What follows belongs to an exercise in optimizing a design on an open flow for small area and a short achievable clock period; a production flow would make more cautious choices.
At most, simulation tests tie the RTL to the original design; equivalence was not proved.
Power is estimated from default activity; no workload was simulated.

## fpa
module fpa(
  input  wire        clk,
  input  wire        reset,
  input  wire [11:0] A,
  input  wire [11:0] B,
  input  wire [11:0] C,
  input  wire [11:0] D,
  input  wire        pushin,
  output reg         pushout,
  output reg  [11:0] Z
);
For scale: roughly 1100 cells after synthesis, roughly 190 flip-flops, roughly 9400 um2 of cells after synthesis.
Settings: LEC_CHECK=0, ABC_AREA=1, CAP_MARGIN=20, CORE_MARGIN=2, CORE_UTILIZATION=40, CTS_BUF_LIST=sky130_fd_sc_hd__clkbuf_8, SETUP_SLACK_MARGIN=2.75, SLEW_MARGIN=20; clock period 5.0 ns.
standard.sh (not shown) runs the stock make flow with config.mk's settings and CLKGATE_MAP_FILE= SYNTH_SCRIPT=/design/flow/synth_recipe.tcl, a recipe that flattens the netlist after the stock synthesis.
==> flow/flow/run.sh <==
#!/bin/bash
set -euo pipefail
export BUFFER_PORTS_ARGS="-buffer_cell sky130_fd_sc_hd__buf_1"
export CTS_ARGS="-sink_clustering_enable -repair_clock_nets -dont_use_dummy_load -buf_list sky130_fd_sc_hd__clkbuf_8"
bash standard.sh > standard.log 2>&1
The baseline passed the timing, DRC and antenna checks.
Rerun with:
CORE_UTILIZATION = 50   (was 40)
SETUP_SLACK_MARGIN = 2.7   (was 2.75)
The changed run produced a clean layout.
Clock skew goes down by 3.8 ps.
Worst hold slack is worse by 19 ps.
Non-clock buffer count came out lower by 2.
Total power rises by 0.38%.
Critical path depth stays the same.
Maximum frequency is lower by 1.3%.
Clock power shrinks by about 2%.
Sequential cell count does not change.
Die area drops by 20%.
Worst setup slack is worse by 27 ps.
Count of clock-buffer cells in the layout is unchanged.


== indigo ==
fpa, a different RTL version from the one above (not shown whole).
For scale: ~1100 cells after synthesis, about 200 flip-flops, roughly 64 I/O pins, about 9200 um^2 of cells after synthesis.
export LEC_CHECK = 0
export ABC_AREA = 1
export CAP_MARGIN = 20
export CORE_MARGIN = 2
export CORE_UTILIZATION = 40
export SETUP_SLACK_MARGIN = 2.5
export SLEW_MARGIN = 20
create_clock -name core_clock -period 5.0 [get_ports {clk}]
==> flow/flow/run.sh <==
#!/bin/bash
set -euo pipefail
export BUFFER_PORTS_ARGS="-buffer_cell sky130_fd_sc_hd__buf_1"
bash standard.sh > standard.log 2>&1
indigo completed end to end with timing, DRC and antenna clean.
### indigo -> harbor
- SETUP_SLACK_MARGIN: 2.5 -> unset
==> flow/run.sh (new file) <==
#!/bin/bash
# synth_recipe.tcl (not shown) runs the flow's synth.tcl, then flattens the netlist and writes it again
# the make line also repeats each setting of config.mk as NAME=value (left out here)
make -C /OpenROAD-flow-scripts/flow DESIGN_CONFIG=/design/flow/config.mk WORK_HOME=/design/flow/orfs CLKGATE_MAP_FILE= SYNTH_SCRIPT=/design/flow/synth_recipe.tcl finish
removed: flow/flow/run.sh
removed: flow/standard.sh
--- outcome ---
Reg2reg setup slack: harbor worse than indigo
From indigo to harbor the numbers moved as follows: count of clock-net buffers in the final layout went down by 1; relative contribution of the clock network to total power went up by 1.6 points; met2 usage in global routing went up by 1.5 points; final total power went down by 0.99 mW; final critical path time including I/O delays and setup went up by 0.32 ns.
Final sequential cell count: harbor vs indigo identical
Compared to indigo, harbor shows a narrower setup margin.
As of harbor, detailed-routed wire length on met3 had fallen by more than a quarter compared to indigo.
harbor reports its leading cell type in the layout, fill and taps excluded as nand2_1 while indigo reports dfxtp_1.
From harbor to indigo, count of antenna-violating nets left after detailed routing did not move at all.
What garnet does differently from harbor at the input level:
- SETUP_SLACK_MARGIN: unset -> 2.5
## What came out
Looking only at wire length of the first global-routing pass, and setting everything else aside, the lower value of garnet and harbor goes to harbor. Last element of the critical path = fr5[4]: harbor; last element of the critical path = fr5[5]: garnet. Between harbor and garnet, the flow reports via count increasing by a few percent. garnet: sequential share of layout area 3.4 points below harbor. Relative to harbor, the sequential power share of garnet is lower by 3.9 points. garnet ends up with a post-route minimum period that is 0.37 ns lower than in harbor. The higher global-route usage came out of garnet. In the flow results for garnet and harbor, the post-route core utilization is smaller on harbor. The ratio of final minimum period to clock period in garnet sits 7.4 points below the value recorded for harbor. garnet — multi-input logic portion of the cell area 2.5 points higher, harbor as reference.
No run of this note included a check of the RTL's function; only the layout flow was run.


RTL: one of the versions met above, not the one the previous note started from.
Size: about 1100 cells after synthesis, about 190 flip-flops, roughly 64 I/O pins, ~9400 sq um of cells after synthesis.
// fpa
module fpa(
  input  wire        clk,
  input  wire        reset,
  input  wire [11:0] A,
  input  wire [11:0] B,
  input  wire [11:0] C,
  input  wire [11:0] D,
  input  wire        pushin,
  output reg         pushout,
  output reg  [11:0] Z
);
==> flow/config.mk <==
export PLATFORM = sky130hd
export DESIGN_NAME = fpa
export DESIGN_NICKNAME = fpa
export VERILOG_FILES = /design/flow/design.v
export SDC_FILE = /design/flow/constraint.sdc
export NUM_CORES = 4
export LEC_CHECK = 0
export ABC_AREA = 1
export CAP_MARGIN = 20
export CORE_MARGIN = 2
export CORE_UTILIZATION = 40
export CTS_BUF_LIST = sky130_fd_sc_hd__clkbuf_8
export SETUP_SLACK_MARGIN = 2.7
export SLEW_MARGIN = 20
==> flow/constraint.sdc <==
create_clock -name core_clock -period 5.0 [get_ports {clk}]
set_input_delay 1.0000 -clock core_clock [delete_from_list [all_inputs] [get_ports {clk}]]
set_output_delay 1.0000 -clock core_clock [all_outputs]
set_load 0.01 [all_outputs]
==> flow/flow/run.sh <==
#!/bin/bash
set -euo pipefail
export BUFFER_PORTS_ARGS="-buffer_cell sky130_fd_sc_hd__buf_1"
export CTS_ARGS="-sink_clustering_enable -repair_clock_nets -dont_use_dummy_load -buf_list sky130_fd_sc_hd__clkbuf_8"
bash standard.sh > standard.log 2>&1
The baseline produced a clean layout.
Edit:
CORE_UTILIZATION = 35   (was 40)
Result: The changed run ran to the end with no violations. Count of clock-buffer cells in the layout is unchanged. Flip-flop and latch count does not change. Register-to-register slack barely changes. Power came out higher slightly. Worst setup slack hardly moves. Global-route usage came out lower by 1.8 points. Cell count came out higher slightly. Clock power came out higher slightly. Final area came out higher slightly.
Edit:
CORE_UTILIZATION = 40   (was 35)
SETUP_SLACK_MARGIN = 2.65   (was 2.7)
Outcome: The changed run produced a clean layout; combinational power decreases by about 1%; total power is lower by 0.68%; die area shrinks by 12%; area after synthesis is unchanged; global-route usage goes up by 1.8 points; design area is lower by 1.0%.
Edit:
SETUP_SLACK_MARGIN = 2.8   (was 2.65)
Utilization went up by 1.2 points.
Final cell count went up slightly.
Hold slack barely changes.
Non-clock buffer count went up by 12.
Worst setup slack gains 0.12 ns.
Power went up by a few percent.
First-iteration DRC count went up by a little under a tenth.
Synthesized area stays the same.
Edit:
CORE_UTILIZATION = 50   (was 40)
SETUP_SLACK_MARGIN = 2.75   (was 2.8)
=>
- global-route usage came out higher by 3.7 points
- setup slack is worse by 0.053 ns
- worst hold slack degrades by 0.014 ns
Edit:
ABC_AREA = unset   (was 1)
CORE_UTILIZATION = 40   (was 50)
SETUP_SLACK_MARGIN = 2.7   (was 2.75)
=> Combinational power hardly moves. Critical path depth decreases by 2. Utilization decreases by 9.8 points. Die area increases by 25%. Clock power increases by about 1%. Power increases by 1.6%. Area after synthesis increases by 0.88%. Routed wire length hardly moves. Cell area increases by 4.2%. Sequential cell count does not change.


fpa, a different RTL version from the one above (not shown whole).
Size: about 1100 cells after synthesis, roughly 200 flip-flops, roughly 64 I/O pins, about 9400 sq um of cells after synthesis.
export LEC_CHECK = 0
export ABC_AREA = 1
export CAP_MARGIN = 20
export CORE_MARGIN = 2
export CORE_UTILIZATION = 30
export CTS_BUF_LIST = sky130_fd_sc_hd__clkbuf_8
export SETUP_SLACK_MARGIN = 2.7
export SLEW_MARGIN = 20
create_clock -name core_clock -period 5.0 [get_ports {clk}]
Scripts as last shown in full above: flow/flow/run.sh
The baseline passed the timing, DRC and antenna checks.
Change:
--- a/flow/config.mk
+++ b/flow/config.mk
@@ -9,6 +9,6 @@
 export CAP_MARGIN = 20
 export CORE_MARGIN = 2
-export CORE_UTILIZATION = 30
+export CORE_UTILIZATION = 40
 export CTS_BUF_LIST = sky130_fd_sc_hd__clkbuf_8
-export SETUP_SLACK_MARGIN = 2.7
+export SETUP_SLACK_MARGIN = 2.5
 export SLEW_MARGIN = 20
Result: The new run completed with no timing, DRC or antenna violations. Synthesized area is unchanged. Routed wire length went down by a few percent. Via count went down slightly. Die area went down by a quarter to a third. Count of clock-buffer cells in the layout does not change. Power went down by a few percent. Sequential power stays flat.
Change:
--- a/flow/config.mk
+++ b/flow/config.mk
@@ -11,4 +11,4 @@
 export CORE_UTILIZATION = 40
 export CTS_BUF_LIST = sky130_fd_sc_hd__clkbuf_8
-export SETUP_SLACK_MARGIN = 2.5
+export SETUP_SLACK_MARGIN = 2.8
 export SLEW_MARGIN = 20
Total power came out higher by 5.9%.
Core utilization rises by 1.5 points.
Hold slack gains 0.030 ns.
Setup slack improves by 0.27 ns.
Global-route usage came out lower by 0.28 points.
Area after synthesis does not change.
Critical path depth increases by 8.
Cell area came out higher by 3.5%.
Routed wire length came out higher by 2.9%.
Change:
--- a/flow/config.mk
+++ b/flow/config.mk
@@ -11,4 +11,4 @@
 export CORE_UTILIZATION = 40
 export CTS_BUF_LIST = sky130_fd_sc_hd__clkbuf_8
-export SETUP_SLACK_MARGIN = 2.8
+export SETUP_SLACK_MARGIN = 2.7
 export SLEW_MARGIN = 20
The new run went through all stages and came out clean.
Critical path depth is higher by 1.
Wire length shrinks by 1.4%.
Cell area shrinks by 2.3%.
Sequential power stays flat.
Total power goes down by about 4%.
Worst setup slack got worse by 0.026 ns.
Register-to-register slack loses 0.03 ns.


the baseline:
RTL: one of the versions met above, not the one the previous note started from.
Size in the first run: ~1100 cells after synthesis, ~190 flip-flops, roughly 64 I/O pins, roughly 9400 um^2 of cells after synthesis.
export LEC_CHECK = 0
export ABC_AREA = 1
export CAP_MARGIN = 10
export CORE_MARGIN = 2
export CORE_UTILIZATION = 40
export CTS_BUF_LIST = sky130_fd_sc_hd__clkbuf_8
export SETUP_SLACK_MARGIN = 2.75
export SLEW_MARGIN = 10
create_clock -name core_clock -period 5.0 [get_ports {clk}]
Scripts as last shown in full above: flow/flow/run.sh
The baseline finished end to end and its layout was clean on timing, DRC and antenna.
Relative to the baseline, the following input files were edited for the candidate:
- changing CAP_MARGIN from 10 to 20
- changing SETUP_SLACK_MARGIN from 2.75 to 2.7
- changing SLEW_MARGIN from 10 to 20
==> flow/flow/run.sh <==
#!/bin/bash
set -euo pipefail
export BUFFER_PORTS_ARGS="-buffer_cell sky130_fd_sc_hd__buf_1"
export CTS_ARGS="-sink_clustering_enable -repair_clock_nets -dont_use_dummy_load -sink_clustering_levels 1 -buf_list sky130_fd_sc_hd__clkbuf_8"
bash standard.sh > standard.log 2>&1
==> results.txt <==
The baseline -> the candidate: clock power flat. There was hardly any difference in share of total power in the clock network between the baseline and the candidate. In the candidate, the maximum fanout along the worst path came out 4 above the value in the baseline. Comparing the baseline and the candidate, fraction of power consumed by combinational cells is lower on the candidate. Routed wire length on met2 across the baseline and the candidate: no real change.

[port drivers added, routing unchanged]
No port has a modelled driver above. Below, the same layouts with a new extraction and two added sets of constraints.
Step 1 (the two cells are an assumption about what drives the block):
set clk [get_ports {clk}]
set_driving_cell -lib_cell sky130_fd_sc_hd__clkbuf_16 $clk
set_driving_cell -lib_cell sky130_fd_sc_hd__buf_2 [delete_from_list [all_inputs] $clk]
Step 2, shift: input delay + t, output delay - t, t = (earliest + latest rising clock arrival at the registers) / 2. This alone moves slack from input paths to output paths.
Slacks: ideal / step 1 / step 2; pairs: ideal / step 1.
run | t, ns | setup slack, ns | hold WS [ns] | clock arrival spread, ns | slew at the worst register clock pin (ns)
the first run of note 1 | 0.494 | 2.844 / 2.844 / 2.516 | 0.326 / 0.326 / 0.326 | 0.052 / 0.052 | 0.12 / 0.12
the second run of note 1 | 0.482 | 2.817 / 2.817 / 2.495 | 0.307 / 0.307 / 0.307 | 0.045 / 0.045 | 0.11 / 0.11
indigo | 0.481 | 2.388 / 2.388 / 2.313 | 0.328 / 0.328 / 0.328 | 0.012 / 0.012 | 0.08 / 0.08
harbor | 0.475 | 2.072 / 2.072 / 1.852 | 0.316 / 0.316 / 0.316 | 0.014 / 0.013 | 0.08 / 0.08
garnet | 0.477 | 2.442 / 2.442 / 2.156 | 0.319 / 0.319 / 0.319 | 0.012 / 0.012 | 0.08 / 0.08
the first run of note 3 | 0.493 | 2.808 / 2.808 / 2.373 | 0.327 / 0.327 / 0.327 | 0.051 / 0.051 | 0.12 / 0.12
the second run of note 3 | 0.485 | 2.805 / 2.805 / 2.511 | 0.307 / 0.307 / 0.307 | 0.050 / 0.049 | 0.12 / 0.12
the third run of note 3 | 0.489 | 2.744 / 2.744 / 2.367 | 0.327 / 0.327 / 0.327 | 0.052 / 0.052 | 0.12 / 0.12
the fourth run of note 3 | 0.495 | 2.862 / 2.862 / 2.514 | 0.328 / 0.328 / 0.328 | 0.051 / 0.052 | 0.12 / 0.12
the fifth run of note 3 | 0.479 | 2.809 / 2.809 / 2.499 | 0.314 / 0.314 / 0.314 | 0.045 / 0.045 | 0.11 / 0.11
the sixth run of note 3 | 0.481 | 2.644 / 2.644 / 2.352 | 0.328 / 0.328 / 0.328 | 0.051 / 0.052 | 0.11 / 0.11
the first run of note 4 | 0.495 | 2.759 / 2.759 / 2.499 | 0.329 / 0.329 / 0.329 | 0.035 / 0.035 | 0.10 / 0.10
the second run of note 4 | 0.482 | 2.574 / 2.574 / 2.398 | 0.298 / 0.298 / 0.298 | 0.043 / 0.043 | 0.11 / 0.11
the third run of note 4 | 0.489 | 2.846 / 2.846 / 2.521 | 0.327 / 0.327 / 0.327 | 0.037 / 0.037 | 0.11 / 0.11
the fourth run of note 4 | 0.489 | 2.820 / 2.820 / 2.437 | 0.328 / 0.328 / 0.328 | 0.035 / 0.035 | 0.10 / 0.10
the baseline | 0.494 | 2.844 / 2.844 / 2.516 | 0.326 / 0.326 / 0.326 | 0.052 / 0.052 | 0.12 / 0.12
the candidate | 0.493 | 2.808 / 2.808 / 2.373 | 0.327 / 0.327 / 0.327 | 0.051 / 0.051 | 0.12 / 0.12
After both steps every run listed still meets setup and hold.
